What follows belongs to an exercise in optimizing a design on an open flow for small area; a production flow would make more cautious choices. The RTL was checked by simulation tests, not by an equivalence proof against the original design.

===== design.v =====
module add16_rca(
    input [15:0] a,
    input [15:0] b,
    input ci,
    output [15:0] s
);
wire [16:0] c;
assign c[0] = ci;
genvar k;
generate for (k = 0; k < 16; k = k + 1) begin : g
    assign s[k] = a[k] ^ b[k] ^ c[k];
    assign c[k+1] = (a[k] & b[k]) | (a[k] & c[k]) | (b[k] & c[k]);
end endgenerate
endmodule
module cordic_pipeline_top(
    input clk,
    input rst_n,
    input en,
    input mode,
    input [15:0] xi,
    input [15:0] yi,
    input [15:0] zi,
    output [15:0] xo,
    output [15:0] yo,
    output [15:0] zo,
    output valid
);
reg [5:0] valid_r;
always @(posedge clk or negedge rst_n)
    if (!rst_n) valid_r <= 6'b0;
    else valid_r <= {valid_r[4:0], en};
assign valid = valid_r[5];
wire d0 = mode ? yi[15] : ~zi[15];
wire [15:0] x1, y1;
add16_rca ux0(.a(xi), .b(yi ^ {16{d0}}), .ci(d0), .s(x1));
add16_rca uy0(.a(yi), .b(xi ^ {16{~d0}}), .ci(~d0), .s(y1));
wire [15:0] z1;
add16_rca uz0(.a(zi), .b(16'h3244 ^ {16{d0}}), .ci(d0), .s(z1));
reg [15:0] xr0, yr0, zr0;
reg mr0;
always @(posedge clk) begin
    xr0 <= x1;
    yr0 <= y1;
    zr0 <= z1;
    mr0 <= mode;
end
wire d1 = mr0 ? yr0[15] : ~zr0[15];
wire [15:0] x2, y2;
add16_rca ux1(.a(xr0), .b({{1{yr0[15]}}, yr0[15:1]} ^ {16{d1}}), .ci(d1), .s(x2));
add16_rca uy1(.a(yr0), .b({{1{xr0[15]}}, xr0[15:1]} ^ {16{~d1}}), .ci(~d1), .s(y2));
wire [15:0] z2;
add16_rca uz1(.a(zr0), .b(16'h1DAC ^ {16{d1}}), .ci(d1), .s(z2));
wire d2 = mr0 ? y2[15] : ~z2[15];
wire [15:0] x3, y3;
add16_rca ux2(.a(x2), .b({{2{y2[15]}}, y2[15:2]} ^ {16{d2}}), .ci(d2), .s(x3));
add16_rca uy2(.a(y2), .b({{2{x2[15]}}, x2[15:2]} ^ {16{~d2}}), .ci(~d2), .s(y3));
wire [15:0] z3;
add16_rca uz2(.a(z2), .b(16'h0FAE ^ {16{d2}}), .ci(d2), .s(z3));
reg [15:0] xr1, yr1, zr1;
reg mr1;
always @(posedge clk) begin
    xr1 <= x3;
    yr1 <= y3;
    zr1 <= z3;
    mr1 <= mr0;
end
wire d3 = mr1 ? yr1[15] : ~zr1[15];
wire [15:0] x4, y4;
add16_rca ux3(.a(xr1), .b({{3{yr1[15]}}, yr1[15:3]} ^ {16{d3}}), .ci(d3), .s(x4));
add16_rca uy3(.a(yr1), .b({{3{xr1[15]}}, xr1[15:3]} ^ {16{~d3}}), .ci(~d3), .s(y4));
wire [15:0] z4;
add16_rca uz3(.a(zr1), .b(16'h07F5 ^ {16{d3}}), .ci(d3), .s(z4));
wire d4 = mr1 ? y4[15] : ~z4[15];
wire [15:0] x5, y5;
add16_rca ux4(.a(x4), .b({{4{y4[15]}}, y4[15:4]} ^ {16{d4}}), .ci(d4), .s(x5));
add16_rca uy4(.a(y4), .b({{4{x4[15]}}, x4[15:4]} ^ {16{~d4}}), .ci(~d4), .s(y5));
wire [15:0] z5;
add16_rca uz4(.a(z4), .b(16'h03FF ^ {16{d4}}), .ci(d4), .s(z5));
reg [15:0] xr2, yr2, zr2;
reg mr2;
always @(posedge clk) begin
    xr2 <= x5;
    yr2 <= y5;
    zr2 <= z5;
    mr2 <= mr1;
end
wire zin5 = (zr2[15:10] == {6{1'b0}}) | (zr2[15:10] == {6{1'b1}});   
wire d5 = mr2 ? yr2[15] : ~zr2[15];
wire [15:0] x6, y6;
add16_rca ux5(.a(xr2), .b({{5{yr2[15]}}, yr2[15:5]} ^ {16{d5}}), .ci(d5), .s(x6));
add16_rca uy5(.a(yr2), .b({{5{xr2[15]}}, xr2[15:5]} ^ {16{~d5}}), .ci(~d5), .s(y6));
wire d6 = mr2 ? y6[15] : (zin5 ? zr2[9] : ~zr2[15]);
wire [15:0] x7, y7;
add16_rca ux6(.a(x6), .b({{6{y6[15]}}, y6[15:6]} ^ {16{d6}}), .ci(d6), .s(x7));
add16_rca uy6(.a(y6), .b({{6{x6[15]}}, x6[15:6]} ^ {16{~d6}}), .ci(~d6), .s(y7));
wire d7 = mr2 ? y7[15] : (zin5 ? zr2[8] : ~zr2[15]);
wire [15:0] x8, y8;
add16_rca ux7(.a(x7), .b({{7{y7[15]}}, y7[15:7]} ^ {16{d7}}), .ci(d7), .s(x8));
add16_rca uy7(.a(y7), .b({{7{x7[15]}}, x7[15:7]} ^ {16{~d7}}), .ci(~d7), .s(y8));
wire [15:0] zk3 = 16'd896 - ({13'b0, {d5, d6, d7}} << 8);
wire [15:0] zs3;
add16_rca uzs3(.a(zr2), .b(zk3), .ci(1'b0), .s(zs3));
reg [15:0] xr3, yr3, zr3;
reg mr3;
always @(posedge clk) begin
    xr3 <= x8;
    yr3 <= y8;
    zr3 <= zs3;
    mr3 <= mr2;
end
wire zin8 = (zr3[15:7] == {9{1'b0}}) | (zr3[15:7] == {9{1'b1}});   
wire d8 = mr3 ? yr3[15] : ~zr3[15];
wire [15:0] x9, y9;
add16_rca ux8(.a(xr3), .b({{8{yr3[15]}}, yr3[15:8]} ^ {16{d8}}), .ci(d8), .s(x9));
add16_rca uy8(.a(yr3), .b({{8{xr3[15]}}, xr3[15:8]} ^ {16{~d8}}), .ci(~d8), .s(y9));
wire d9 = mr3 ? y9[15] : (zin8 ? zr3[6] : ~zr3[15]);
wire [15:0] x10, y10;
add16_rca ux9(.a(x9), .b({{9{y9[15]}}, y9[15:9]} ^ {16{d9}}), .ci(d9), .s(x10));
add16_rca uy9(.a(y9), .b({{9{x9[15]}}, x9[15:9]} ^ {16{~d9}}), .ci(~d9), .s(y10));
wire d10 = mr3 ? y10[15] : (zin8 ? zr3[5] : ~zr3[15]);
wire [15:0] x11, y11;
add16_rca ux10(.a(x10), .b({{10{y10[15]}}, y10[15:10]} ^ {16{d10}}), .ci(d10), .s(x11));
add16_rca uy10(.a(y10), .b({{10{x10[15]}}, x10[15:10]} ^ {16{~d10}}), .ci(~d10), .s(y11));
wire [15:0] zk4 = 16'd112 - ({13'b0, {d8, d9, d10}} << 5);
wire [15:0] zs4;
add16_rca uzs4(.a(zr3), .b(zk4), .ci(1'b0), .s(zs4));
reg [15:0] xr4, yr4, zr4;
reg mr4;
always @(posedge clk) begin
    xr4 <= x11;
    yr4 <= y11;
    zr4 <= zs4;
    mr4 <= mr3;
end
wire zin11 = (zr4[15:4] == {12{1'b0}}) | (zr4[15:4] == {12{1'b1}});   
wire d11 = mr4 ? yr4[15] : ~zr4[15];
wire [15:0] x12, y12;
add16_rca ux11(.a(xr4), .b({{11{yr4[15]}}, yr4[15:11]} ^ {16{d11}}), .ci(d11), .s(x12));
add16_rca uy11(.a(yr4), .b({{11{xr4[15]}}, xr4[15:11]} ^ {16{~d11}}), .ci(~d11), .s(y12));
wire d12 = mr4 ? y12[15] : (zin11 ? zr4[3] : ~zr4[15]);
wire [15:0] x13, y13;
add16_rca ux12(.a(x12), .b({{12{y12[15]}}, y12[15:12]} ^ {16{d12}}), .ci(d12), .s(x13));
add16_rca uy12(.a(y12), .b({{12{x12[15]}}, x12[15:12]} ^ {16{~d12}}), .ci(~d12), .s(y13));
wire d13 = mr4 ? y13[15] : (zin11 ? zr4[2] : ~zr4[15]);
wire [15:0] x14, y14;
add16_rca ux13(.a(x13), .b({{13{y13[15]}}, y13[15:13]} ^ {16{d13}}), .ci(d13), .s(x14));
add16_rca uy13(.a(y13), .b({{13{x13[15]}}, x13[15:13]} ^ {16{~d13}}), .ci(~d13), .s(y14));
wire [15:0] zk5 = 16'd14 - ({13'b0, {d11, d12, d13}} << 2);
wire [15:0] zs5;
add16_rca uzs5(.a(zr4), .b(zk5), .ci(1'b0), .s(zs5));
reg [15:0] xr5, yr5, zr5;
reg mr5;
always @(posedge clk) begin
    xr5 <= x14;
    yr5 <= y14;
    zr5 <= zs5;
    mr5 <= mr4;
end
wire zin14 = (zr5[15:1] == {15{1'b0}}) | (zr5[15:1] == {15{1'b1}});   
wire d14 = mr5 ? yr5[15] : ~zr5[15];
wire [15:0] x15, y15;
add16_rca ux14(.a(xr5), .b({{14{yr5[15]}}, yr5[15:14]} ^ {16{d14}}), .ci(d14), .s(x15));
add16_rca uy14(.a(yr5), .b({{14{xr5[15]}}, xr5[15:14]} ^ {16{~d14}}), .ci(~d14), .s(y15));
wire [15:0] zk6 = 16'd1 - ({15'b0, d14} << 1);
wire [15:0] zs6;
add16_rca uzs6(.a(zr5), .b(zk6), .ci(1'b0), .s(zs6));
assign xo = x15;
assign yo = y15;
assign zo = zs6;
endmodule

===== flow/run.sh =====
#!/bin/bash
# The standard layout (standard.sh) with two changes:
#  - synthesis leaves the adders to ABC (no full/half adder cells extracted first);
#  - the port buffers use the smallest buffer cell.
set -euo pipefail
export ADDER_MAP_FILE=
export BUFFER_PORTS_ARGS="-buffer_cell sky130_fd_sc_hd__buf_1"
bash standard.sh > standard_flow.log 2>&1

===== standard.sh =====
#!/bin/bash
# synth_recipe.tcl (not shown) runs the flow's synth.tcl, then flattens the netlist and writes it again
# the make line also repeats each setting of config.mk as NAME=value (left out here)
make -C /OpenROAD-flow-scripts/flow DESIGN_CONFIG=/design/flow/config.mk WORK_HOME=/design/flow/orfs CLKGATE_MAP_FILE= SYNTH_SCRIPT=/design/flow/synth_recipe.tcl "${@:-finish}"

===== config.mk =====
export PLATFORM = sky130hd
export DESIGN_NAME = cordic_pipeline_top
export DESIGN_NICKNAME = cordic_pipeline_top
export VERILOG_FILES = /design/flow/design.v
export SDC_FILE = /design/flow/constraint.sdc
export NUM_CORES = 4
export LEC_CHECK = 0
export ABC_AREA = 1
export CAP_MARGIN = 20
export CORE_MARGIN = 2
export CORE_UTILIZATION = 65
export CTS_BUF_LIST = sky130_fd_sc_hd__clkbuf_8 sky130_fd_sc_hd__clkbuf_16
export CTS_CLUSTER_DIAMETER = 100
export CTS_CLUSTER_SIZE = 30
export SLEW_MARGIN = 20

===== constraint.sdc =====
create_clock -name core_clock -period 8.0 [get_ports {clk}]
set_input_delay 1.6000 -clock core_clock [delete_from_list [all_inputs] [get_ports {clk}]]
set_output_delay 1.6000 -clock core_clock [all_outputs]
set_load 0.01 [all_outputs]

==> run summary, run 1 <==
Std-Cell Rows 76; Critical Path Source Type register; WL/cell 11.6 um; die height 212 um; drt total wl 58000 um; Cell Area, Synth 0.0282 sq mm; first-pass GRT wire length 95400 um; Place WS 178 ps; initial core utilization 65.7%; number of I/O port buffers 100; Post-Synthesis Cells 4305; kind of critical path reg2out; fin nets 4466; number of hold buffers added after cts 0; max-slew violations 0; crit-path max FO 5; hold_ws 338 ps; top cell types by occurrence after synthesis 1672 x nand2_1, 484 x xor2_1, 359 x inv_1; register bit total from synthesis 299; cts bufs inserted 16; Final Instance Area 0.0301 sq mm; worst-skew pair later-pin latency around 540 ps; most common cell in the netlist nand2_1; Die W between 200 and 250 um; area leader, netlist nand2_1; Least-Margin Pin Slew 751 ps; core area roughly 0.043 sq mm; fin cells 5007; clk_skew 30.7 ps; status timing/DRC/antenna clean; sequential share of the synthesized area 21.3%; main flop type after synthesis dfxtp_1; min cycle time layout 7700 ps; clk root buf clkbuf_16; Register Area about 0.006 sq mm; Worst-path clk slew around 100 ps; Global Route Usage Sum 25.6%; share of layout cells above drive strength 1 18.6%; Area contributors post-synth nand2_1 22%, dfxtp_1 21%, xor2_1 15%; initial antenna violation count 0; Initial DRT Pass Iterations 5; hold path cells 0; deepest clock path buffer count 3; placed insts 4960; Synth top area share 22.2%; crit path launch mr5; RSZ-0062 raised after global routing true; placed cell areas just under 0.03 sq mm; worst setup margin around 300 ps; R2R depth 84; critical path required time 6400 ps; share of flip-flops with an asynchronous set or reset 2.01%; via count 23800; period utilization 96.3%; CTS tree done; die area 0.0451 sq mm; fmax 0.130 GHz; drt via density 4.76; Net Count, Synth about 4400; vias in the first global route 21600; Post-synth EDFFs 0; Hold Startpoint zr4[0]; DRC 0; final hold violations 0; Worst Setup End Kind output pin; ANT cells 0; largest net degree at the start of global routing 45; Worst slew margin 49.4%; io pins between 100 and 150; Final Core Density 70.1%; DRT antenna net count 0; DRT iter0 DRCs 825; Syn Area/Cell 6.56 sq um; Max Cap Viol 0; worst r2r src zr4[15]; FILL cells 3976; Area Overhead vs Synth 6.76%; Final Setup Violations 0; post-synth cell types 54; H-tree level count 1; RD Place Congestion 0.885; Multi-input gate area 0.0205 sq mm; clock sink total 299; Yosys warnings 1; Arr. time, crit path 6100 ps; worst hold path type reg2reg; final setup TNS 0 ps; HPWL after detailed placement ~50000 um; GRT overflow 0
-- final cells by class --
class                   count  area share, %
flip-flops and latches    299           20.0
repair buffers            156           2.80
well taps                 585           2.43
inverters                 374           4.73
clock inverters             9          0.394
clock buffers              17           1.41
multi-input cells        3567           68.2
-- logic make-up after synthesis --
group | share of synthesized area, %
AO/OA/AOI/OAI | 2.39
adder cells (fa/ha/maj) | 1.77
flip-flops | 21.3
multiplexers | 0.0842
AND/OR/NAND/NOR | 42.1
XOR/XNOR | 25.5
buffers and inverters | 6.76
-- critical path, stage by stage (launching register included) --
cell     delay, ps
dfxtp_2        360
inv_1           50
nand2_1         70
nand2_2        100
nand2_1         90
nand2_2         80
nor2_2         130
o21ai_1        110
maj3_2         340
maj3_1         370
maj3_1         380
maj3_2         330
maj3_1         380
maj3_2         340
maj3_2         320
maj3_1         370
maj3_2         340
maj3_2         320
maj3_2         320
maj3_2         330
o21ai_2        150
xor2_1         140
buf_2          140
-- final timing paths --
kind | to | slack (ps)
max in group asynchronous | valid_r[5] | 6840
min in group asynchronous | valid_r[0] | 920
worst min register to register | zr5[0] | 340
worst min-delay path | zr5[0] | 340
worst max-delay path | xo[15] | 300
worst max register to register | xr5[15] | 790
-- cell usage in the layout (no fill, tap or decap), types with 6 or more instances in the layout --
cell type / n
inv_1: 359
inv_2: 9
nand2_4: 20
o21ai_0: 41
clkbuf_16: 17
o21ai_1: 8
o21ai_4: 6
or2_2: 288
nand3_1: 91
or2_4: 15
o21ai_2: 7
nand3_2: 47
maj3_2: 12
xor2_1: 482
nand2_8: 6
nor2_1: 115
xor2_2: 6
nand2_1: 1660
xnor2_1: 329
nand2_2: 290
a21oi_1: 42
buf_1: 98
or2_1: 22
nand4_1: 8
buf_4: 52
maj3_1: 38
dfxtp_1: 283
dfrtp_1: 6
-- per-layer routing --
layer	vias up	track usage, %	part of all wire, %
met5	-	0	0
met4	0	4.87	1.6
met3	52	2.02	2.2
met2	180	51.3	52
met1	10500	29.4	44
li1	13200	-	-
-- timing repair --
item / CTS / global route
pin swaps: 3 / 12
buffers inserted: 3 / 16
cloned: 0 / 2
setup endpoints to repair: 4 / 46
resized for setup: 13 / 73
==> inputs of run 2 (changes only) <==
--- a/config.mk
+++ b/config.mk
@@ -8,8 +8,10 @@
 export ABC_AREA = 1
 export CAP_MARGIN = 20
 export CORE_MARGIN = 2
-export CORE_UTILIZATION = 65
+export CORE_UTILIZATION = 55
 export CTS_BUF_LIST = sky130_fd_sc_hd__clkbuf_8 sky130_fd_sc_hd__clkbuf_16
 export CTS_CLUSTER_DIAMETER = 100
 export CTS_CLUSTER_SIZE = 30
+export GPL_ROUTABILITY_DRIVEN = 0
+export PLACE_DENSITY = 0.7
 export SLEW_MARGIN = 20
==> run 2 against run 1 <==
Effect of this change: global-route usage shrank 4.8 points; maximum frequency shrank 0.71%; clock-buffer cell count is the same; final cell count grew 2.4%; sequential cell count is the same; via count shrank 0.24%; core utilization shrank 10 points.
==> run summary, run 2 <==
status timing/DRC/antenna clean; CTS tree done; slowest cell on the critical path maj3_1; simple-gate area share of the yosys netlist 42.1% (unchanged); Critical Path Source Type register; delay of the slowest critical-path stage 390 ps (about the same); most frequent cells in the layout 1656 x nand2_1, 482 x xor2_1, 356 x inv_1; die area 0.0531 sq mm (+18%); dominant combinational cell family by area after synthesis simple AND/OR/NAND/NOR gates; Synth Area in Compound Gates 2.39% (unchanged); max-slew violations 0 (unchanged); GRT overflow 0 (unchanged); placed insts 5058 (+2.0%); placed cell areas 0.0293 sq mm (+0.44%); DRC 0 (unchanged); hold_ws 337 ps (-0.943 ps); Die W 231 um (+8.5%); io pins 101 (unchanged); top cell types by occurrence after synthesis 1672 x nand2_1, 484 x xor2_1, 359 x inv_1; drt total wl 55100 um (-5.1%); fin cells 5126 (+2.4%); Initial DRT Pass Iterations 5 (unchanged); clk_skew 24.3 ps (-6.45 ps); area leader, netlist nand2_1; Area Overhead vs Synth 7.90%; drt via density 4.64 (-2.6%); Least-Margin Pin Slew 622 ps (-129 ps); Final Setup Violations 0 (unchanged); H-tree level count 1 (unchanged); Yosys warnings 1 (unchanged); clk root buf clkbuf_16; Area contributors post-synth nand2_1 22%, dfxtp_1 21%, xor2_1 15%; core area 0.0510 sq mm (+19%); Final Core Density 59.7% (-10 points); cts bufs inserted 16 (unchanged); worst reg2reg setup slack 740 ps (-50 ps); Worst slew margin 58.4% (+9.0 points); Synth top area share 22.2% (unchanged); share of flip-flops with an asynchronous set or reset 2.01% (unchanged); fin nets 4490 (+0.54%); kind of critical path reg2out; initial core utilization 55.4% (-10 points); Std-Cell Rows 83 (+9.2%); via count 23800 (-0.24%); Arr. time, crit path 6160 ps (+60 ps); WL/cell 10.7 um (-7.3%); CP cell instances inv_1 -> or2_2 -> o21ai_2 -> o21ai_1 -> maj3_2 -> maj3_1 -> maj3_1 -> maj3_2 -> maj3_2 -> maj3_1 -> maj3_2 -> maj3_1 -> maj3_1 -> maj3_1 -> maj3_2 -> maj3_2 -> o21ai_2 -> xor2_1 -> buf_2; DRT iter0 DRCs 716 (-13%); Place WS 137 ps (-40.7 ps); clock sink total 299 (unchanged); mux contribution to synthesized area 0.0842% (unchanged); Post-synth EDFFs 0 (unchanged); worst setup margin 242 ps (-55.1 ps); xor-xnor portion of the synthesized cell area 25.5% (unchanged); Cell Area, Synth 0.0282 sq mm (unchanged); fmax 0.129 GHz (-0.71%); period utilization 97.0% (+0.69 points); die height 231 um (+8.5%); post-synth cell types 54 (unchanged); Largest delay share family, worst path adder cells; Worst-path clk slew 110 ps (about the same); crit-path max FO 4 (-1); Global Route Usage Sum 20.9% (-4.8 points); HPWL after detailed placement 46800 um (-3.9%); Max Cap Viol 0 (unchanged); Net Count, Synth 4357 (unchanged); Adder-Cell Fraction of Synth Area 1.77% (unchanged); Final Instance Area 0.0305 sq mm (+1.1%); Post-Synthesis Cells 4305 (unchanged); DRT antenna net count 0 (unchanged); Syn Area/Cell 6.56 sq um (unchanged); number of I/O port buffers 100 (unchanged); main flop type after synthesis dfxtp_1; Critical path buffers and inverters 2 (unchanged); worst hold path type reg2reg; deepest clock path buffer count 3 (unchanged); final setup TNS 0 ps (unchanged); initial antenna violation count 0 (unchanged); largest net degree at the start of global routing 33 (-27%); critical path required time 6400 ps (about the same); Worst Setup End Kind output pin; worst-skew pair later-pin latency 530 ps (about the same); share of layout cells above drive strength 1 19.3% (+0.66 points); sequential share of the synthesized area 21.3% (unchanged); first-pass GRT wire length 94400 um (-1.1%); most common cell after layout, fill and taps aside nand2_1; min cycle time layout 7760 ps (+55.1 ps); vias in the first global route 22000 (+2.0%); most common cell in the netlist nand2_1; register bit total from synthesis 299 (unchanged); final hold violations 0 (unchanged); ANT cells 0 (unchanged)
-- run 2: cell count changes in the layout (fill, tap and decap cells not counted), sizes merged --
cell	change
clkinvlp	+1
nand2	+1
clkinv	+1
inv	-2
buf	+23
-- run 2: area by class of cell --
type,instances,area (sq um)
clock inverter,9,113
multi-input combinational,3568,20600
sequential,299,6040
tap,680,851
fill,4916,20500
inverter,374,1430
clock buffer,17,425
timing repair buffer,179,998
-- run 2: routing by layer --
layer	wire (um)	vias to the layer above	global-route usage [%]
met3	784	75	1.57
met1	23500	10300	22.4
met2	29100	151	42.9
met5	0	-	0
met4	1710	0	5.77
li1	-	13200	-
-- run 2: what timing repair did --
action | in CTS | in global routing
setup buffers | 0 | 39
hold buffers | 0 | 0
pin swaps | 1 | 18
gates cloned | 0 | 3
endpoints found under the setup margin | 2 | 44
resized for setup | 10 | 84
-- run 2: cells by family after synthesis --
kind of cell    Yosys count
simple gates           2578
xor+xnor                819
buf+inv                 441
flops                   299
compound gates          116
fa+ha+maj                50
mux                       2
-- run 2: final timing paths --
check / from / end / cells after the start
max: yr5[14] / xo[15] / 19
min: zr4[0] / zr5[0] / 0
max reg2reg: mr4 / yr5[15] / 84
min reg2reg: zr4[0] / zr5[0] / 0
max in group asynchronous: rst_n / valid_r[2] / 1
min in group asynchronous: rst_n / valid_r[1] / 1
==> inputs of run 3 (changes only) <==
==> config.mk (replaced) <==
export PLATFORM = sky130hd
export DESIGN_NAME = cordic_pipeline_top
export DESIGN_NICKNAME = cordic_pipeline_top
export VERILOG_FILES = /design/flow/design.v
export SDC_FILE = /design/flow/constraint.sdc
export NUM_CORES = 4
export LEC_CHECK = 0
export ABC_AREA = 1
export CAP_MARGIN = 20
export CORE_MARGIN = 2
export CORE_UTILIZATION = 65
export CTS_BUF_LIST = sky130_fd_sc_hd__clkbuf_8
export CTS_CLUSTER_DIAMETER = 80
export CTS_CLUSTER_SIZE = 18
export SLEW_MARGIN = 20
==> run 3 against run 2 <==
Effect of this change: hold slack worse by 15 ps; setup slack better by 63 ps; die area fell by 15%; register-to-register slack improved by 50 ps; clock skew is 21 ps higher; final cell count is 2.0% lower; area after synthesis unchanged; wire length is 4.7% higher.
==> run summary, run 3 <==
status timing/DRC/antenna clean; Area contributors post-synth nand2_1 22%, dfxtp_1 21%, xor2_1 15%; io pins 101 (unchanged); worst setup margin 305 ps (+63.1 ps); DRT antenna net count 0 (unchanged); R2R Path End xr5[15]; clk root buf clkbuf_8; R2R depth 82 (-2.4%); worst r2r src mr4; worst-skew pair later-pin latency 630 ps (+100 ps); fin nets 4484 (-0.13%); GRT overflow 0 (unchanged); Die W 212 um (-7.9%); clk_skew 45.1 ps (+20.8 ps); most common cell after layout, fill and taps aside nand2_1; via count 23900 (+0.32%); Post-synth EDFFs 0 (unchanged); share of flip-flops with an asynchronous set or reset 2.01% (unchanged); DRC 0 (unchanged); Least-Margin Pin Slew 817 ps (+195 ps); ANT cells 0 (unchanged); post-synth cell types 54 (unchanged); drt total wl 57700 um (+4.7%); number of I/O port buffers 100 (unchanged); hold path endpoint zr4[1]; DRT iter0 DRCs 779 (+8.8%); worst hold path type reg2reg; Synth top area share 22.2% (unchanged); Worst-path clk slew 110 ps (about the same); Yosys warnings 1 (unchanged); crit-path max FO 18 (+14); Hold Startpoint zr3[1]; final hold violations 0 (unchanged); critical path required time 6400 ps (about the same); die area 0.0451 sq mm (-15%); worst reg2reg setup slack 790 ps (+50 ps); cts bufs inserted 23 (+7); register bit total from synthesis 299 (unchanged); Cell Area, Synth 0.0282 sq mm (unchanged); hold path cells 0 (unchanged); top cell types by occurrence after synthesis 1672 x nand2_1, 484 x xor2_1, 359 x inv_1; Final Setup Violations 0 (unchanged); Post-Synthesis Cells 4305 (unchanged); Net Count, Synth 4357 (unchanged); drt via density 4.75 (+2.3%); area leader, netlist nand2_1; H-tree level count 1 (unchanged); Final Core Density 70.0% (+10 points); first-pass GRT wire length 94800 um (+0.44%); deepest clock path buffer count 3 (unchanged); RD Place Congestion 0.885; share of layout cells above drive strength 1 19.0% (-0.20 points); core area 0.0430 sq mm (-16%); Std-Cell Rows 76 (-8.4%); Arr. time, crit path 6100 ps (-60 ps); clock sink total 299 (unchanged); HPWL after detailed placement 48700 um (+4.1%); initial antenna violation count 0 (unchanged); fmax 0.130 GHz (+0.82%); die height 212 um (-7.9%); Critical Path Source Type register; CTS tree done; min cycle time layout 7700 ps (-63.1 ps); number of hold buffers added after cts 0 (unchanged); period utilization 96.2% (-0.79 points); Area Overhead vs Synth 6.65%; WL/cell 11.5 um (+6.8%); Place WS 178 ps (+40.7 ps); FILL cells 4003 (-19%); Adder-Cell Fraction of Synth Area 1.77% (unchanged); vias in the first global route 21500 (-2.5%); kind of critical path reg2out; Max Cap Viol 0 (unchanged); Synth Area in Compound Gates 2.39% (unchanged); most frequent cells in the layout 1662 x nand2_1, 481 x xor2_1, 359 x inv_1; xor-xnor portion of the synthesized cell area 25.5% (unchanged); Initial DRT Pass Iterations 5 (unchanged); simple-gate area share of the yosys netlist 42.1% (unchanged); mux contribution to synthesized area 0.0842% (unchanged); Global Route Usage Sum 25.5% (+4.6 points); final setup TNS 0 ps (unchanged); initial core utilization 65.7% (+10 points); main flop type after synthesis dfxtp_1; dominant combinational cell family by area after synthesis simple AND/OR/NAND/NOR gates; largest net degree at the start of global routing 45 (+36%); Worst Setup End Kind output pin; sequential share of the synthesized area 21.3% (unchanged); max-slew violations 0 (unchanged); Worst slew margin 45.0% (-13 points); Syn Area/Cell 6.56 sq um (unchanged); hold_ws 322 ps (-15.2 ps); most common cell in the netlist nand2_1
[run 3: cell counts after synthesis]
No cell type changed its count.
[run 3: repair_timing]
item,4_1_cts,5_1_grt
hold endpoints to repair,0,0
gates resized for setup,20,72
gates cloned,0,2
pin swaps,3,11
setup endpoints to repair,4,46
setup buffers,5,25
[run 3: cells by family after synthesis]
group | after synthesis
and+or+nand+nor | 2578
xor gates and xnor gates | 819
buffers and inverters | 441
DFF | 299
AOI/OAI and AO/OA | 116
adders and majority gates | 50
muxes | 2
[run 3: worst max-delay path, stage by stage (launching register included)]
cell     delay [ps]
dfxtp_1         340
inv_1            50
nand2_1          90
nand2_2         110
inv_2           100
buf_12          160
nand2_1          70
nand2_2         130
nand2_1         110
a21oi_2         170
a21oi_1         110
o21ai_0         130
nand3_1         110
nand2_1         110
o21ai_0         130
maj3_1          400
maj3_1          390
maj3_1          380
maj3_1          380
maj3_1          380
maj3_1          380
maj3_1          380
maj3_1          390
o21ai_2         160
xnor2_1         130
buf_1           160
[run 3: per-layer routing]
metal	up-vias	part of all wire, %	routed length (um)	track usage (%)
li1	13200	-	-	-
met1	10500	44	25600	29.4
met3	62	2.2	1290	2.11
met5	-	0	0	0
met2	153	52	29800	50.6
met4	0	1.7	990	4.99
[run 3: worst max-delay path by stage]
stage	slack, ps	start	end	cells past startpoint
final	300	yr5[15]	yo[15]	25
after global routing	-10	mr4	yr5[15]	85
after CTS	40	yr5[15]	xo[15]	22
after detailed placement	180	mode	xr0[15]	19
after global placement	240	zi[15]	xr0[15]	19
after floorplan	340	zi[15]	xr0[15]	18
[run 3: through the flow]
step,instances,cell area (sq um)
global route,5026,30100
global placement,4960,29200
finish,5026,30100
floorplan,4305,28200
CTS,4999,29600
detailed placement,4960,29200
[run 3: final cells by class]
| cell class | instances | area, sq um | share of cell area, % |
|---|---|---|---|
| multi-input cells | 3567 | 20600 | 68.3 |
| flip-flops and latches | 299 | 6040 | 20.1 |
| inverters | 374 | 1420 | 4.73 |
| repair buffers | 167 | 931 | 3.09 |
| well taps | 585 | 732 | 2.43 |
| clock buffers | 23 | 317 | 1.05 |
| clock inverters | 11 | 96.3 | 0.320 |
==> inputs of run 4 (changes only) <==
==> flow/run.sh (replaced) <==
#!/bin/bash
# The standard layout (standard.sh), with these changes:
#  - synthesis leaves the adders to ABC (no full/half adder cells extracted first) and maps
#    with a delay-targeted area script (flow/abc_area_d.script, through flow/synth.tcl, which is
#    synth_recipe.tcl plus that one change);
#  - the port buffers use the smallest buffer cell.
set -euo pipefail
W=$PWD
export ADDER_MAP_FILE=
export BUFFER_PORTS_ARGS="-buffer_cell sky130_fd_sc_hd__buf_1"
export MY_ABC_SCRIPT="$W/flow/abc_area_d.script"
sed "s|SYNTH_SCRIPT=[^ ]*|SYNTH_SCRIPT=$W/flow/synth.tcl|" standard.sh > my_standard.sh
grep -q "SYNTH_SCRIPT=$W/flow/synth.tcl" my_standard.sh
bash my_standard.sh > standard_flow.log 2>&1
==> flow/abc_area_d.script (new file) <==
strash
dch
map -B 0.9 -D 7000
topo
stime -c
buffer -c
upsize -c -D 7000
dnsize -c -D 7000
==> flow/synth.tcl (new file) <==
proc synth {args} { yosys synth -nofsm -noshare {*}$args }
# ABC maps with the script in MY_ABC_SCRIPT instead of ORFS's area script.
proc abc {args} {
  set i [lsearch -exact $args -script]
  if { $i >= 0 && [info exists ::env(MY_ABC_SCRIPT)] } {
    set args [lreplace $args [expr {$i + 1}] [expr {$i + 1}] $::env(MY_ABC_SCRIPT)]
  }
  yosys abc {*}$args
}
source $::env(SCRIPTS_DIR)/synth.tcl
# left out here: clear keep_hierarchy, flatten, clean up, hide names made inside functions, write 1_2_yosys.v
--- a/config.mk
+++ b/config.mk
@@ -8,8 +8,8 @@
 export ABC_AREA = 1
 export CAP_MARGIN = 20
 export CORE_MARGIN = 2
-export CORE_UTILIZATION = 65
-export CTS_BUF_LIST = sky130_fd_sc_hd__clkbuf_8
-export CTS_CLUSTER_DIAMETER = 80
-export CTS_CLUSTER_SIZE = 18
+export CORE_UTILIZATION = 55
+export CTS_BUF_LIST = sky130_fd_sc_hd__clkbuf_8 sky130_fd_sc_hd__clkbuf_16
+export CTS_CLUSTER_DIAMETER = 100
+export CTS_CLUSTER_SIZE = 30
 export SLEW_MARGIN = 20
==> run 4 against run 3 <==
Effect of this change: register-to-register slack got worse by 150 ps; global-route usage fell by 2.1 points; via count rose by 1.2%; critical path type unchanged; synthesized cell count did not move; die area rose by 12%; largest cell class unchanged; critical path depth fell by 3; non-clock buffer count rose by 96; design area rose by 2.2%; sequential cell count did not move; clock-buffer cell count fell by 4.
==> run summary, run 4 <==
status timing/DRC/antenna clean; io pins 101 (unchanged); share of layout cells above drive strength 1 17.9% (-1.1 points); RD Place Congestion 0.900 (+1.7%); clock sink total 299 (unchanged); largest net degree at the start of global routing 42 (-6.7%); post-synth cell types 40 (-26%); Area contributors post-synth nand2_1 27%, dfxtp_1 22%, xor2_1 16%; area leader, netlist nand2_1; DRT iter0 DRCs 858 (+10%); most common cell in the netlist nand2_1; fin nets 4575 (+2.0%); drt total wl 60200 um (+4.4%); hold path cells 0 (unchanged); kind of critical path reg2out; Cell Area, Synth 0.0268 sq mm (-5.0%); Post-Synthesis Cells 4305 (unchanged); CTS tree done; Critical Path Source Type register; Max Cap Viol 0 (unchanged); core area 0.0479 sq mm (+12%); main flop type after synthesis dfxtp_1; number of I/O port buffers 100 (unchanged); Worst-path clk slew 100 ps (about the same); number of hold buffers added after cts 0 (unchanged); worst-skew pair later-pin latency 550 ps (-80 ps); DRC 0 (unchanged); Worst slew margin 50.2% (+5.3 points); placed cell areas 0.0286 sq mm (-1.9%); min cycle time layout 7750 ps (+53.0 ps); Synth top area share 27.5% (+5.3 points); Final Setup Violations 0 (unchanged); Final Instance Area 0.0308 sq mm (+2.2%); cts bufs inserted 18 (-22%); most frequent cells in the layout 1810 x nand2_1, 468 x xor2_1, 362 x inv_1; ANT cells 0 (unchanged); fmax 0.129 GHz (-0.68%); worst r2r src mr4; hold path endpoint zr3[5]; crit-path max FO 4 (-14); worst reg2reg setup slack 640 ps (-150 ps); most common cell after layout, fill and taps aside nand2_1; first-pass GRT wire length 97100 um (+2.5%); initial core utilization 55.9% (-9.8 points); R2R depth 82 (unchanged); Global Route Usage Sum 23.3% (-2.1 points); die height 225 um (+5.8%); Post-synth EDFFs 0 (unchanged); Die W 225 um (+5.8%); clk_skew 28.7 ps (-16.4 ps); Net Count, Synth 4357 (unchanged); top cell types by occurrence after synthesis 1964 x nand2_1, 486 x xor2_1, 365 x inv_1; share of flip-flops with an asynchronous set or reset 2.01% (unchanged); vias in the first global route 21200 (-1.3%); critical path required time 6400 ps (about the same); worst hold path type reg2reg; Std-Cell Rows 80 (+5.3%); final hold violations 0 (unchanged); max-slew violations 0 (unchanged); via count 24200 (+1.2%); Syn Area/Cell 6.23 sq um (-5.0%); period utilization 96.9% (+0.66 points); Worst Setup End Kind output pin; final setup TNS 0 ps (unchanged); Final Core Density 64.2% (-5.9 points); HPWL after detailed placement 50100 um (+2.8%); deepest clock path buffer count 3 (unchanged); die area 0.0505 sq mm (+12%); register bit total from synthesis 299 (unchanged); H-tree level count 1 (unchanged); Arr. time, crit path 6150 ps (+50 ps); GRT overflow 0 (unchanged); placed insts 5073 (+2.3%); clk root buf clkbuf_16; DRT antenna net count 0 (unchanged); Least-Margin Pin Slew 739 ps (-78.0 ps); drt via density 4.69 (-1.2%); WL/cell 11.7 um (+1.8%); sequential share of the synthesized area 22.4% (+1.1 points); Initial DRT Pass Iterations 6 (+1); R2R Path End yr5[15]; fin cells 5150 (+2.5%); Hold Startpoint zr2[5]; Area Overhead vs Synth 14.8%; Yosys warnings 1 (unchanged); initial antenna violation count 0 (unchanged)
-- run 4: changes by cell type after synthesis, sizes merged --
cell,delta
buf,-11
clkbuf,+11
-- run 4: worst max-delay path by stage --
stage	endpoint	slack, ps	from	cells after the start
finish	xo[15]	250	yr5[15]	22
global placement	yr4[15]	80	mr3	80
floorplan	xr0[15]	340	zi[15]	18
detailed placement	yr4[15]	-60	mr3	80
CTS	xr4[15]	30	mr3	87
global route	xr5[15]	-180	mr4	89
-- run 4: layer usage --
layer  up-vias  wire (um)  global-route usage (%)
met5         -          0                       0
met4         0        969                    3.67
met3        58       1100                    2.14
met2       167      30800                    45.0
met1     10600      27300                    28.3
li1      13400          -                       -
-- run 4: kinds of logic after synthesis --
kind of cell | count (synthesis) | share of synthesized area (%)
simple gates | 2578 | 40.2
mux | 2 | 0.0747
buf+inv | 441 | 6.35
flops | 299 | 22.4
xor+xnor | 819 | 26.8
compound gates | 116 | 2.27
fa+ha+maj | 50 | 1.87
-- run 4: cell type report --
cell class / count / area [sq um]
clock buffers: 19 / 475
clock inverters: 13 / 186
fillers: 4698 / 17200
inverters: 374 / 1420
multi-input cells: 3567 / 20200
flip-flops and latches: 299 / 6040
well taps: 615 / 769
repair buffers: 263 / 1670
-- run 4: what timing repair did --
action	CTS	global route
endpoints found under the setup margin	5	80
setup buffers	0	43
gates cloned	0	2
pin swaps	2	55
resized for setup	15	324
-- run 4: critical path: stages, from the launching register on --
cell,delay [ps]
dfxtp_1,350
inv_1,50
nand2_1,70
nand2_2,90
nand2_1,80
nand2_2,80
nor2_2,120
o21ai_2,80
maj3_2,320
maj3_2,320
maj3_1,370
maj3_1,380
maj3_2,330
maj3_2,320
maj3_1,370
maj3_1,380
maj3_2,330
maj3_2,320
maj3_1,370
maj3_1,380
o21ai_1,170
xor2_1,150
buf_2,140
-- run 4: stage by stage --
| step | worst slack (ps) | hold WS [ps] |
|---|---|---|
| 3_3_place_gp | 84.8 | 311 |
| 5_1_grt | -175 | 347 |
| 2_1_floorplan | 336 | 310 |
| 3_5_place_dp | -56.7 | 312 |
| 4_1_cts | 27.0 | 339 |
| 6_report | 252 | 338 |
==> inputs of run 5 (changes only) <==
--- a/config.mk
+++ b/config.mk
@@ -6,10 +6,10 @@
 export NUM_CORES = 4
 export LEC_CHECK = 0
 export ABC_AREA = 1
-export CAP_MARGIN = 20
+export CAP_MARGIN = 5
 export CORE_MARGIN = 2
 export CORE_UTILIZATION = 55
 export CTS_BUF_LIST = sky130_fd_sc_hd__clkbuf_8 sky130_fd_sc_hd__clkbuf_16
 export CTS_CLUSTER_DIAMETER = 100
 export CTS_CLUSTER_SIZE = 30
-export SLEW_MARGIN = 20
+export SLEW_MARGIN = 5
==> run 5 against run 4 <==
Effect of this change: die area is the same; highest routed layer unchanged; wire length is the same; maximum frequency is the same; critical path depth is the same; first-iteration DRC count is the same; still clean on timing, DRC and antenna.
==> run summary, run 5 <==
status timing/DRC/antenna clean; most frequent cells in the layout 1810 x nand2_1, 468 x xor2_1, 362 x inv_1; worst reg2reg setup slack 640 ps (about the same); vias in the first global route 21200 (unchanged); Area Overhead vs Synth 14.8% (unchanged); drt total wl 60200 um (unchanged); max-slew violations 0 (unchanged); placed cell areas 0.0286 sq mm (unchanged); worst setup margin 252 ps (unchanged); Worst-path clk slew 100 ps (about the same); Initial DRT Pass Iterations 6 (unchanged); die area 0.0505 sq mm (unchanged); Worst slew margin 50.2% (unchanged); cts bufs inserted 18 (unchanged); Die W 225 um (unchanged); H-tree level count 1 (unchanged); Final Instance Area 0.0308 sq mm (unchanged); clk root buf clkbuf_16; area leader, netlist nand2_1; hold_ws 338 ps (unchanged); via count 24200 (unchanged); DRT iter0 DRCs 858 (unchanged); most common cell in the netlist nand2_1; Post-Synthesis Cells 4305 (unchanged); most common cell after layout, fill and taps aside nand2_1; RD Place Congestion 0.900 (unchanged); Cell Area, Synth 0.0268 sq mm (unchanged); GRT overflow 0 (unchanged); fin nets 4575 (unchanged); fin cells 5150 (unchanged); critical path required time 6400 ps (about the same); min cycle time layout 7750 ps (unchanged); ANT cells 0 (unchanged); Yosys warnings 1 (unchanged); met2 Track Usage GR 45.0% (unchanged); first-pass GRT wire length 97100 um (unchanged); drt via density 4.69 (unchanged); Critical Path Source Type register; Global Route Usage Sum 23.3% (unchanged); top cell types by occurrence after synthesis 1964 x nand2_1, 486 x xor2_1, 365 x inv_1; Synth top area share 27.5% (unchanged); Arr. time, crit path 6150 ps (about the same); fmax 0.129 GHz (unchanged); period utilization 96.9% (unchanged); M1 GR Usage 28.3% (unchanged); crit-path max FO 4 (unchanged); clock sink total 299 (unchanged); WL/cell 11.7 um (unchanged); final setup TNS 0 ps (unchanged); post-synth cell types 40 (unchanged); HPWL after detailed placement 50100 um (unchanged); Worst Setup End Kind output pin; largest net degree at the start of global routing 42 (unchanged); Post-synth EDFFs 0 (unchanged); Least-Margin Pin Slew 739 ps (unchanged); core area 0.0479 sq mm (unchanged); Place WS -56.7 ps (unchanged); worst hold path type reg2reg; placed insts 5073 (unchanged); initial core utilization 55.9% (unchanged); Final Setup Violations 0 (unchanged); Area contributors post-synth nand2_1 27%, dfxtp_1 22%, xor2_1 16%; sequential share of the synthesized area 22.4% (unchanged); die height 225 um (unchanged); initial antenna violation count 0 (unchanged); share of layout cells above drive strength 1 17.9% (unchanged); clk_skew 28.7 ps (unchanged); met3 usage 2.14% (unchanged); Max Cap Viol 0 (unchanged); Net Count, Synth 4357 (unchanged); share of flip-flops with an asynchronous set or reset 2.01% (unchanged); Std-Cell Rows 80 (unchanged); gr busiest metal met2; register bit total from synthesis 299 (unchanged); io pins 101 (unchanged); worst-skew pair later-pin latency 550 ps (about the same); Syn Area/Cell 6.23 sq um (unchanged); DRT antenna net count 0 (unchanged); deepest clock path buffer count 3 (unchanged); DRC 0 (unchanged); kind of critical path reg2out; CTS tree done; number of I/O port buffers 100 (unchanged); final hold violations 0 (unchanged); main flop type after synthesis dfxtp_1
==> run 5: cell counts after synthesis <==
No cell type changed its count.
==> run 5: metrics by stage <==
step                util (%)
finish                  64.2
detailed placement      59.7
global placement        59.7
floorplan                  -
CTS                     61.1
global route            64.2
==> run 5: kinds of logic (layout without fill, tap and decap cells) <==
kind of cell             after synthesis  in the layout  share of synthesized area (%)
buffers and inverters                441            669                           6.35
AO/OA/AOI/OAI                        116            116                           2.27
XOR/XNOR                             819            819                           26.8
flip-flops                           299            299                           22.4
AND/OR/NAND/NOR                     2578           2580                           40.2
adder cells (fa/ha/maj)               50             50                           1.87
multiplexers                           2              2                         0.0747
==> run 5: area by class of cell <==
class                      count  area, sq um
clock buffer                  19          475
clock inverter                13          186
fill                        4698        17200
inverter                     374         1420
multi-input combinational   3567        20200
sequential                   299         6040
tap                          615          769
timing repair buffer         263         1670
==> run 5: worst max-delay path, stage by stage, from the launching register on <==
cell and delay (ps):
dfxtp_1 350, inv_1 50, nand2_1 70, nand2_2 90, nand2_1 80, nand2_2 80, nor2_2 120, o21ai_2 80
maj3_2 320, maj3_2 320, maj3_1 370, maj3_1 380, maj3_2 330, maj3_2 320, maj3_1 370, maj3_1 380
maj3_2 330, maj3_2 320, maj3_1 370, maj3_1 380, o21ai_1 170, xor2_1 150, buf_2 140
==> run 5: what timing repair did <==
item,4_1_cts,5_1_grt
cloned,0,2
setup buffers,0,43
endpoints found under the setup margin,5,80
gates resized for setup,15,324
pin swaps,2,55
hold buffers,0,0
==> run 5: per-layer routing <==
layer / share of wire, % / vias up / routed length (um)
met5: 0 / - / 0
met4: 1.6 / 0 / 969
li1: - / 13400 / -
met2: 51 / 167 / 30800
met1: 45 / 10600 / 27300
met3: 1.8 / 58 / 1100
==> run 5: path summary, 6_finish.rpt <==
kind	depth (start not counted)	start	endpoint
max reg2reg	82	mr4	yr5[15]
min	0	zr2[5]	zr3[5]
min in group asynchronous	1	rst_n	valid_r[0]
max in group asynchronous	1	rst_n	valid_r[5]
min reg2reg	0	zr2[5]	zr3[5]
max	22	yr5[15]	xo[15]
==> inputs of run 6 (changes only) <==
==> flow/abc_area_d.script (replaced) <==
strash
dch
map -B 0.9
topo
stime -c
dnsize -c
==> config.mk (replaced) <==
export PLATFORM = sky130hd
export DESIGN_NAME = cordic_pipeline_top
export DESIGN_NICKNAME = cordic_pipeline_top
export VERILOG_FILES = /design/flow/design.v
export SDC_FILE = /design/flow/constraint.sdc
export NUM_CORES = 4
export LEC_CHECK = 0
export ABC_AREA = 1
export CAP_MARGIN = 20
export CORE_MARGIN = 2
export CORE_UTILIZATION = 65
export CTS_BUF_LIST = sky130_fd_sc_hd__clkbuf_8
export CTS_CLUSTER_DIAMETER = 80
export CTS_CLUSTER_SIZE = 18
export SLEW_MARGIN = 20
==> run 6 against run 5 <==
Effect of this change: sequential share of layout area about the same; highest routed layer unchanged; core utilization up 13 points; non-clock buffer count grew 14; wire length shrank 2.8%; clock-buffer cell count rose by 4; global-route usage is 3.0 points higher; hold slack got worse by 0.76 ps; design area up 0.23%.
==> run summary, run 6 <==
status timing/DRC/antenna clean; final hold violations 0 (unchanged); via count 24600 (+1.9%); Final Instance Area 0.0308 sq mm (+0.23%); DRT iter0 DRCs 958 (+12%); Initial DRT Pass Iterations 6 (unchanged); number of I/O port buffers 100 (unchanged); period utilization 96.4% (-0.47 points); Arr. time, crit path 6110 ps (-40 ps); Global Route Usage Sum 26.4% (+3.0 points); Max Cap Viol 0 (unchanged); top cell types by occurrence after synthesis 1975 x nand2_1, 488 x xor2_1, 374 x clkinv_1; HPWL after detailed placement 47000 um (-6.2%); Net Count, Synth 4294 (-1.4%); final setup TNS 0 ps (unchanged); die height 206 um (-8.5%); clk_skew 61.5 ps (+32.8 ps); kind of critical path reg2out; worst reg2reg setup slack 390 ps (-250 ps); share of layout cells above drive strength 1 20.2% (+2.3 points); Final Setup Violations 0 (unchanged); Final Core Density 77.3% (+13 points); max-slew violations 0 (unchanged); critical path required time 6400 ps (about the same); Cell Area, Synth 0.0264 sq mm (-1.4%); largest net degree at the start of global routing 28 (-33%); Die W 206 um (-8.5%); Place WS -245 ps (-188 ps); worst-skew pair later-pin latency 650 ps (+100 ps); H-tree level count 1 (unchanged); initial core utilization 66.3% (+10 points); crit path launch mr5; deepest clock path buffer count 3 (unchanged); most common cell in the netlist nand2_1; worst r2r src zr4[15]; fmax 0.130 GHz (+0.49%); hold_ws 337 ps (-0.758 ps); first-pass GRT wire length 92900 um (-4.4%); core area 0.0399 sq mm (-17%); Worst-path clk slew 120 ps (+20 ps); fin nets 4593 (+0.39%); DRC 0 (unchanged); Adder-Cell Fraction of Synth Area 1.89% (+0.026 points); drt via density 4.85 (+3.3%); initial antenna violation count 0 (unchanged); crit-path max FO 4 (unchanged); Area Overhead vs Synth 16.6%; most common cell after layout, fill and taps aside nand2_1; area leader, netlist nand2_1; clk root buf clkbuf_8; cts bufs inserted 23 (+5); RD Place Congestion 0.900 (about the same); Synth Area in Compound Gates 2.28% (+0.0029 points); RSZ-0062 raised after global routing true; share of flip-flops with an asynchronous set or reset 2.01% (unchanged); Least-Margin Pin Slew 575 ps (-164 ps); worst setup margin 290 ps (+37.8 ps); simple-gate area share of the yosys netlist 40.5% (+0.34 points); DRT antenna net count 0 (unchanged); io pins 101 (unchanged); vias in the first global route 21600 (+1.7%); mux contribution to synthesized area 0.0757% (+0.0010 points); Std-Cell Rows 73 (-8.8%); Hold Startpoint zr3[2]; Critical Path Source Type register; fin cells 5079 (-1.4%); xor-xnor portion of the synthesized cell area 27.1% (+0.31 points); placed insts 4999 (-1.5%); CTS tree done; Worst Setup End Kind output pin; main flop type after synthesis dfxtp_1; WL/cell 11.5 um (-1.5%); Post-Synthesis Cells 4242 (-1.5%); R2R Path End xr5[15]; min cycle time layout 7710 ps (-37.8 ps); placed cell areas 0.0286 sq mm (-0.10%); hold path cells 0 (unchanged); drt total wl 58500 um (-2.8%); Synth top area share 28.0% (+0.53 points); R2R depth 88 (+7.3%); Post-synth EDFFs 0 (unchanged); clock sink total 299 (unchanged); die area 0.0423 sq mm (-16%); hold path endpoint zr4[2]; worst hold path type reg2reg; register bit total from synthesis 299 (unchanged); GRT overflow 0 (unchanged); number of hold buffers added after cts 0 (unchanged); dominant combinational cell family by area after synthesis simple AND/OR/NAND/NOR gates; Yosys warnings 1 (unchanged); Syn Area/Cell 6.23 sq um (+0.11%); post-synth cell types 26 (-35%); Worst slew margin 61.3% (+11 points); sequential share of the synthesized area 22.7% (+0.31 points); most frequent cells in the layout 1773 x nand2_1, 465 x xor2_1, 351 x clkinv_1; Area contributors post-synth nand2_1 28%, dfxtp_1 22%, xor2_1 16%
## run 6: cell count changes after synthesis, moves of 7 or more
| cell | before | now |
|---|---|---|
| clkbuf_1 | 40 | 0 |
| buf_2 | 7 | 0 |
| inv_1 | 365 | 0 |
| inv_2 | 8 | 0 |
| or2_1 | 15 | 0 |
| clkinv_1 | 1 | 374 |
| buf_1 | 12 | 4 |
| nand2_1 | 1964 | 1975 |
| or2_2 | 310 | 325 |
| nand2_2 | 10 | 0 |
## run 6: critical path: stages, from the launching register on
cell	delay, ps
dfxtp_2	390
clkinv_1	70
nand2_1	70
nand2_2	80
nand2_1	80
nand2_2	80
nor2_2	130
o21ai_2	80
maj3_2	330
maj3_1	380
maj3_2	330
maj3_2	320
maj3_2	320
maj3_1	370
maj3_2	330
maj3_2	330
maj3_2	330
maj3_2	330
maj3_2	330
maj3_2	340
o21ai_2	140
xor2_1	140
buf_2	140
## run 6: repair_timing
| item | 4_1_cts | 5_1_grt |
|---|---|---|
| pin swaps | 1 | 81 |
| setup buffers | 1 | 39 |
| gates resized for setup | 35 | 420 |
| endpoints found under the setup margin | 17 | 95 |
| gates cloned | 0 | 2 |
## run 6: cells by family (layout without fill, tap and decap cells)
logic type | count (synthesis) | after routing
AND/OR/NAND/NOR | 2578 | 2579
flip-flops | 299 | 299
AO/OA/AOI/OAI | 116 | 116
other | 0 | 1
adder cells (fa/ha/maj) | 50 | 50
multiplexers | 2 | 2
buffers and inverters | 378 | 688
XOR/XNOR | 819 | 819
## run 6: final cells by class
type                    count  area [sq um]
diodes                      1          2.50
clock buffers              23           317
inverters                 374          1420
repair buffers            277          1810
fillers                  3273          9080
well taps                 525           657
clock inverters            14           124
flip-flops and latches    299          6050
multi-input cells        3566         20500
## run 6: worst max path at each step
stage | depth (start not counted) | end
global placement | 78 | yr3[15]
CTS | 85 | xr3[15]
finish | 22 | xo[15]
detailed placement | 78 | yr3[15]
floorplan | 78 | xr5[15]
global route | 92 | xr5[15]
## run 6: metal layers
layer	GRT usage, %	share of wire, %	wire [um]
met2	52.6	53	30900
met5	0	0	0
met1	29.8	42	24600
met4	6.65	2.5	1440
met3	1.90	2.7	1560
==> inputs of run 7 (changes only) <==
==> flow/run.sh (replaced) <==
#!/bin/bash
# The standard layout (standard.sh), with these changes:
#  - synthesis leaves the adders to ABC (no full/half adder cells extracted first) and maps in
#    two passes with delay-targeted area scripts: the logic next to the ports with
#    flow/abc_area_io.script, the rest with flow/abc_area_d.script (flow/synth.tcl is
#    synth_recipe.tcl plus that one change);
#  - the port buffers use the smallest buffer cell.
set -euo pipefail
W=$PWD
export ADDER_MAP_FILE=
export BUFFER_PORTS_ARGS="-buffer_cell sky130_fd_sc_hd__buf_1"
export MY_ABC_SCRIPT="$W/flow/abc_area_d.script"
export MY_ABC_SCRIPT_IO="$W/flow/abc_area_io.script"
sed "s|SYNTH_SCRIPT=[^ ]*|SYNTH_SCRIPT=$W/flow/synth.tcl|" standard.sh > my_standard.sh
grep -q "SYNTH_SCRIPT=$W/flow/synth.tcl" my_standard.sh
bash my_standard.sh > standard_flow.log 2>&1
==> flow/abc_area_d.script (replaced) <==
strash
dch
map -B 0.9 -D 7000
topo
stime -c
buffer -c
upsize -c -D 7000
dnsize -c -D 7000
==> flow/abc_area_io.script (new file) <==
strash
dch
map -B 0.9 -D 6000
topo
stime -c
buffer -c
upsize -c -D 6000
dnsize -c -D 6000
==> flow/synth.tcl (replaced) <==
proc synth {args} { yosys synth -nofsm -noshare {*}$args }
# ABC maps in two passes with delay-targeted area scripts: first the logic between the ports
# and the registers (whose paths also carry the input and output delays) with
# MY_ABC_SCRIPT_IO, then everything else with MY_ABC_SCRIPT.
proc abc {args} {
  set i [lsearch -exact $args -script]
  if { $i >= 0 && [info exists ::env(MY_ABC_SCRIPT)] } {
    set a_in [lreplace $args [expr {$i + 1}] [expr {$i + 1}] $::env(MY_ABC_SCRIPT_IO)]
    set a_rest [lreplace $args [expr {$i + 1}] [expr {$i + 1}] $::env(MY_ABC_SCRIPT)]
    set ff {sky130_fd_sc_hd__dfxtp_1 sky130_fd_sc_hd__dfrtp_1}
    yosys select -set ffs {*}[lmap c $ff {string cat t:$c}]
    yosys select -set iocone o:* %ci*:-sky130_fd_sc_hd__dfxtp_1\[Q\]:-sky130_fd_sc_hd__dfrtp_1\[Q\] i:* %co*:-sky130_fd_sc_hd__dfxtp_1\[D,CLK\]:-sky130_fd_sc_hd__dfrtp_1\[D,CLK,RESET_B\] %u @ffs %d
    yosys abc {*}$a_in @iocone
    yosys abc {*}$a_rest
  } else {
    yosys abc {*}$args
  }
}
source $::env(SCRIPTS_DIR)/synth.tcl
# left out here: clear keep_hierarchy, flatten, clean up, hide names made inside functions, write 1_2_yosys.v
--- a/config.mk
+++ b/config.mk
@@ -8,8 +8,8 @@
 export ABC_AREA = 1
 export CAP_MARGIN = 20
 export CORE_MARGIN = 2
-export CORE_UTILIZATION = 65
-export CTS_BUF_LIST = sky130_fd_sc_hd__clkbuf_8
-export CTS_CLUSTER_DIAMETER = 80
-export CTS_CLUSTER_SIZE = 18
+export CORE_UTILIZATION = 55
+export CTS_BUF_LIST = sky130_fd_sc_hd__clkbuf_8 sky130_fd_sc_hd__clkbuf_16
+export CTS_CLUSTER_DIAMETER = 100
+export CTS_CLUSTER_SIZE = 30
 export SLEW_MARGIN = 20
==> run 7 against run 6 <==
Effect of this change: still clean on timing, DRC and antenna; final cell count grew 5.9%; sequential share of layout area shrank 0.53 points.
==> run summary, run 7 <==
dominant combinational cell family by area after synthesis simple AND/OR/NAND/NOR gates; die area 0.0510 sq mm (+21%); period utilization 93.0% (-3.4 points); cts bufs inserted 15 (-35%); critical path required time 8450 ps (+2050 ps); R2R depth 86 (-2.3%); worst reg2reg setup slack 560 ps (+170 ps); status timing/DRC/antenna clean; Worst-path clk slew 110 ps (about the same); worst-skew pair later-pin latency 540 ps (-110 ps); Synth top area share 28.7% (+0.66 points); clock sink total 299 (unchanged); FILL cells 4669 (+43%); max-slew violations 0 (unchanged); slowest cell on the critical path dfxtp_4; initial antenna violation count 0 (unchanged); DRT antenna net count 0 (unchanged); CTS tree done; clk_skew 22.2 ps (-39.3 ps); R2R Path End yr5[15]; largest net degree at the start of global routing 47 (+68%); simple-gate area share of the yosys netlist 42.2% (+1.6 points); min cycle time layout 7440 ps (-270 ps); share of layout cells above drive strength 1 20.0% (-0.21 points); top cell types by occurrence after synthesis 2071 x nand2_1, 484 x xor2_1, 371 x inv_1; Global Route Usage Sum 23.2% (-3.1 points); first-pass GRT wire length 97800 um (+5.3%); RSZ-0062 raised after global routing true; final setup TNS 0 ps (unchanged); most common cell after layout, fill and taps aside nand2_1; Worst slew margin 52.8% (-8.5 points); Multi-input gate area 0.0206 sq mm (+0.92%); Yosys warnings 1 (unchanged); RD Place Congestion 0.884 (-1.8%); most frequent cells in the layout 1853 x nand2_1, 464 x xor2_1, 362 x inv_1; ANT cells 0 (-1); Syn Area/Cell 6.11 sq um (-2.0%); WL/cell 11.5 um (-0.46%); Final Instance Area 0.0316 sq mm (+2.6%); Critical path buffers and inverters 5 (+3); kind of critical path reg2reg; vias in the first global route 21200 (-1.7%); Least-Margin Pin Slew 706 ps (+131 ps); sequential share of the synthesized area 22.2% (-0.54 points); register bit total from synthesis 299 (unchanged); hold path endpoint zr3[0]; Final Setup Violations 0 (unchanged); share of flip-flops with an asynchronous set or reset 2.01% (unchanged); Max Cap Viol 0 (unchanged); Area Overhead vs Synth 16.8%; placed cell areas 0.0290 sq mm (+1.5%); drt total wl 61700 um (+5.5%); via count 24800 (+0.95%); hold path cells 0 (unchanged); HPWL after detailed placement 50400 um (+7.3%); Die W 226 um (+9.8%); most used cell, CP nand2_1; Adder-Cell Fraction of Synth Area 0.296% (-1.6 points); DRC 0 (unchanged); Net Count, Synth 4484 (+4.4%); DRT iter0 DRCs 904 (-5.6%); deepest clock path buffer count 3 (unchanged); area leader, netlist nand2_1; Post-synth EDFFs 0 (unchanged); crit-path max FO 11 (+7); post-synth cell types 37 (+42%); number of I/O port buffers 100 (unchanged); main flop type after synthesis dfxtp_1; core area 0.0487 sq mm (+22%); Largest delay share family, worst path simple AND/OR/NAND/NOR gates; Arr. time, crit path 7890 ps (+1780 ps); clk root buf clkbuf_16; Worst Setup End Kind register; H-tree level count 1 (unchanged); Critical Path Source Type register; fmax 0.134 GHz (+3.6%); fin nets 4761 (+3.7%); drt via density 4.62 (-4.7%); final hold violations 0 (unchanged); mux contribution to synthesized area 0.0369% (-0.039 points); xor-xnor portion of the synthesized cell area 26.2% (-0.91 points); Post-Synthesis Cells 4432 (+4.5%); io pins 101 (unchanged); die height 226 um (+9.8%); GRT overflow 0 (unchanged); most common cell in the netlist nand2_1; Register Area 0.00603 sq mm (-0.21%); number of hold buffers added after cts 0 (unchanged); initial core utilization 55.6% (-11 points); worst r2r src mr4; Initial DRT Pass Iterations 5 (-1); Hold Startpoint zr2[0]; delay of the slowest critical-path stage 390 ps (about the same); Cell Area, Synth 0.0271 sq mm (+2.4%); Area contributors post-synth nand2_1 29%, dfxtp_1 22%, xor2_1 16%; worst hold path type reg2reg; Std-Cell Rows 81 (+11%); Synth Area in Compound Gates 2.61% (+0.33 points)
## run 7: changes by cell type in the layout (fill, tap and decap cells not counted), sizes merged, moves of 2 or more
| cell | change |
|---|---|
| nand4 | +2 |
| clkbuf | -11 |
| xnor2 | -4 |
| o21ai | +23 |
| maj3 | -42 |
| nand3 | +11 |
| nand2 | +115 |
| clkinv | -352 |
| or2 | +13 |
| a21oi | -3 |
| inv | +358 |
| xor2 | -4 |
| nor2 | +6 |
| buf | +53 |
## run 7: layout make-up
| class | instances | share of cell area, % |
|---|---|---|
| Multi-Input combinational cell | 3684 | 65.3 |
| Clock buffer | 15 | 1.19 |
| Timing Repair Buffer | 327 | 6.98 |
| Sequential cell | 299 | 19.1 |
| Clock inverter | 10 | 0.277 |
| Inverter | 382 | 4.58 |
| Tap cell | 664 | 2.63 |
## run 7: through the flow
| stage | hold slack (ps) | worst slack [ps] | utilization [%] | instances |
|---|---|---|---|---|
| 2_1_floorplan | 310 | 951 | - | 4432 |
| 3_3_place_gp | 311 | 19.4 | 59.5 | 5255 |
| 3_5_place_dp | 312 | -79.6 | 59.5 | 5255 |
| 4_1_cts | 339 | 7.21 | 60.5 | 5280 |
| 5_1_grt | 339 | -225 | 64.9 | 5381 |
| 6_report | 337 | 560 | 64.9 | 5381 |
## run 7: layer usage
metal / part of all wire (%) / vias up / global-route usage (%)
met5: 0 / - / 0
li1: - / 13900 / -
met2: 50 / 164 / 42.9
met4: 1.8 / 0 / 4.53
met3: 1.6 / 57 / 1.72
met1: 47 / 10800 / 29.6
## run 7: logic make-up after synthesis
family,after synthesis
AO/OA/AOI/OAI,136
adder cells (fa/ha/maj),8
XOR/XNOR,811
multiplexers,1
flip-flops,299
AND/OR/NAND/NOR,2726
buffers and inverters,451
## run 7: worst max path at each step
stage                     from       to  slack [ps]  depth (start not counted)
after floorplan            mr3  xr4[15]         950                         83
after CTS                  mr3  yr4[15]           7                         77
after global routing       mr2  yr3[15]        -220                         86
final                      mr4  yr5[15]         560                         86
after detailed placement   mr3  yr4[15]         -80                         76
after global placement     mr3  yr4[15]          20                         76
## run 7: worst reg2reg max path: cells and delay by family (launching register included)
family	cells	cell delay (ps)
simple gates	79	6240
buf+inv	5	430
flops	1	390
xor+xnor	2	320
## run 7: repair_timing
item / in CTS / in global routing
resized for setup: 5 / 395
cloned: 0 / 2
endpoints found under the setup margin: 3 / 78
buffers inserted: 0 / 99
pin swaps: 0 / 126

## port drivers added, routing unchanged
No port has a modelled driver above. Below, the same layouts with a new extraction and two added sets of constraints. Step 1 (the two cells are an assumption about what drives the block):
set clk [get_ports {clk}]
set_driving_cell -lib_cell sky130_fd_sc_hd__clkbuf_16 $clk
set_driving_cell -lib_cell sky130_fd_sc_hd__buf_2 [delete_from_list [all_inputs] $clk]
Step 2 moves the port delays by t, midway between the first and last clock arrival at a register: inputs arrive t later, outputs are due t later. That takes back most of the time a late clock gives input paths. a / b / c = ideal / step 1 / step 2; a / b = the first two.
run | shift t [ns] | setup WS [ns] | worst register clock-pin slew, ns
run 1 | 0.589 | 0.297 / 0.238 / 0.133 | 0.12 / 0.12
run 2 | 0.582 | 0.242 / 0.180 / 0.182 | 0.12 / 0.12
run 3 | 0.662 | 0.305 / 0.252 / 0.157 | 0.11 / 0.11
run 4 | 0.597 | 0.252 / 0.195 / 0.158 | 0.11 / 0.11
run 5 | 0.597 | 0.252 / 0.195 / 0.158 | 0.11 / 0.11
run 6 | 0.667 | 0.290 / 0.236 / 0.150 | 0.12 / 0.12
run 7 | 0.586 | 0.560 / 0.560 / 0.560 | 0.11 / 0.11
After both steps setup and hold are still met in every run listed. The setup slack of run 1, which loses most, moves by -0.059 ns with the drivers and by -0.164 ns with both steps.
